From an optimization exercise on the open Yosys and OpenROAD flow, aimed at small area and a short achievable clock period; shortcuts taken in it are not production practice. The RTL was checked by simulation tests, not by an equivalence proof against the original design.

## try-amber
## fp32_adder_tree_8_inputs
module fp32_adder_tree_8_inputs (
    input wire clk,
    input wire rst_n,
    input wire [127:0] dvr_fp32addtree8to1_s0,
    input wire [127:0] dvr_fp32addtree8to1_s1,
    input wire [2:0] cru_fp32addtree8to1,
    output wire [127:0] dr_fp32addtree8to1_d
);
Size in the first run: roughly 86 flip-flops, ~390 I/O pins, ~0.031 mm2 of cells after synthesis.
Settings: LEC_CHECK=0, ABC_AREA=1, CAP_MARGIN=20, CORE_MARGIN=2, CORE_UTILIZATION=40, SLEW_MARGIN=20; clock period 64.0 ns.
standard.sh (not shown) runs the stock make flow with config.mk's settings and CLKGATE_MAP_FILE= SYNTH_SCRIPT=/design/flow/synth_recipe.tcl, a recipe that flattens the netlist after the stock synthesis.
==> flow/flow/run.sh <==
#!/bin/bash
# Layout flow: ORFS, with two changes to its synthesis script and a setup
# margin for timing repair.
#  - synthesis: Yosys's generic synth step runs without its quick ABC pass, so
#    the full adders written in the RTL reach extract_fa as written (no
#    inverters around them); the final ABC mapping uses flow/abc.script.
#  - layout: standard steps; repair_timing aims at SETUP_SLACK_MARGIN; the
#    port buffers are the platform's smallest buffer.
# Each tool's output goes to ORFS's own logs (orfs/logs/...); make's output to flow.log.
set -euo pipefail
HERE=$(pwd)
FL=$HERE/flow
source $FL/params.sh
sed -e 's#^source \$::env(SCRIPTS_DIR)/synth_preamble.tcl#&\nset abc_args [lreplace $abc_args 1 1 '"$FL"'/abc.script]#' \
    -e 's#synth -top \$::env(DESIGN_NAME) -run fine: {\*}\$synth_full_args#& -noabc#' \
    $FLOW_HOME/scripts/synth.tcl > $HERE/my_synth.tcl
grep -q -- '-noabc' $HERE/my_synth.tcl
grep -q 'abc.script\]' $HERE/my_synth.tcl
sed -e "s#source \$::env(SCRIPTS_DIR)/synth.tcl#source $HERE/my_synth.tcl#" synth_recipe.tcl > my_synth_recipe.tcl
grep -q my_synth.tcl my_synth_recipe.tcl
sed -e "s#SYNTH_SCRIPT=[^ ]*#SYNTH_SCRIPT=$HERE/my_synth_recipe.tcl#" standard.sh > my_standard.sh
grep -q my_synth_recipe.tcl my_standard.sh
export SETUP_SLACK_MARGIN=$MARGIN
# every port still gets a buffer, the smallest one
export BUFFER_PORTS_ARGS="${PORTBUF:--buffer_cell sky130_fd_sc_hd__buf_1}"
bash my_standard.sh finish > flow.log 2>&1
==> flow/flow/abc.script <==
strash
dch
map -B 0.9
topo
mfs
strash
dch
map -B 0.9
topo
mfs
strash
dch
map -B 0.9
topo
stime -c
upsize -c
dnsize -c
==> flow/flow/params.sh <==
MARGIN=41.5

Input changes introduced in try-ember (baseline for comparison: try-amber):
==> flow/flow/abc.script <==
strash
dch
map -B 0.9
mfs
strash
dch
map -B 0.9
topo
stime -c
buffer -c
upsize -c
dnsize -c
==> flow/flow/params.sh <==
MARGIN=42

Results
try-ember never completed; the flow aborted with a tool error in 1_2_yosys.
[inputs] try-juniper vs try-ember
==> flow/flow/abc.script <==
strash
dch
map -B 0.9
topo
mfs
strash
dc2
dch
map -B 0.9
topo
stime -c
buffer -c
upsize -c
dnsize -c
Results
try-juniper finished end to end and its layout was clean on timing, DRC and antenna.
Relative to try-juniper, the following input files were edited for try-harbor:
==> flow/flow/abc.script <==
strash
dch
map -B 0.8
topo
mfs
strash
dch
map -B 0.8
topo
mfs
strash
dch
map -B 0.8
topo
stime -c
==> flow/flow/params.sh <==
MARGIN=42.5

==> comparison <==
try-harbor: done, clean on timing, DRC and antenna. Summary — total of fill cells in the finished design, try-harbor relative to try-juniper: higher, by 2.8%. Lower delay of the slowest cell on the worst path was reported by try-harbor, not try-juniper. Summary of try-harbor over try-juniper: final critical-path required period decreased by 0.45 ns relative to the old numbers, global-route met3 utilization closely matched the old numbers. Overall routed net length went up by a few percent going from try-juniper to try-harbor. [compare] base=try-juniper new=try-harbor: met2 usage in global routing shows an increase of 4.4 points; critical path data required time shows no meaningful change.

[afterwards: timing with drivers on the ports]
In the flow no input, the clock included, has a driving cell. The finished layouts below were timed again as built, in two steps.
Step 1: set_driving_cell puts a clkbuf_16 on clk and a buf_2 on each other input, an assumption about the parent block.
Step 2 times the ports against the registers' clock, not the clock port: input delays grow and output delays shrink by t, the midpoint of the rising clock arrivals with the driver on.
a / b / c = ideal ports / drivers / drivers and shift; a / b = the first two.
| run | shift t [ns] | setup WS [ns] | worst data-port slew with drivers (ns) |
|---|---|---|---|
| try-amber | 0.407 | 41.966 / 41.989 / 41.582 | 0.10 |
| try-juniper | 0.417 | 42.230 / 42.247 / 41.830 | 0.10 |
| try-harbor | 0.421 | 42.683 / 42.711 / 42.290 | 0.08 |
After both steps every run listed still meets setup and hold. The setup slack of try-juniper, which loses most, moves by +0.017 ns with the drivers and by -0.400 ns with both steps.
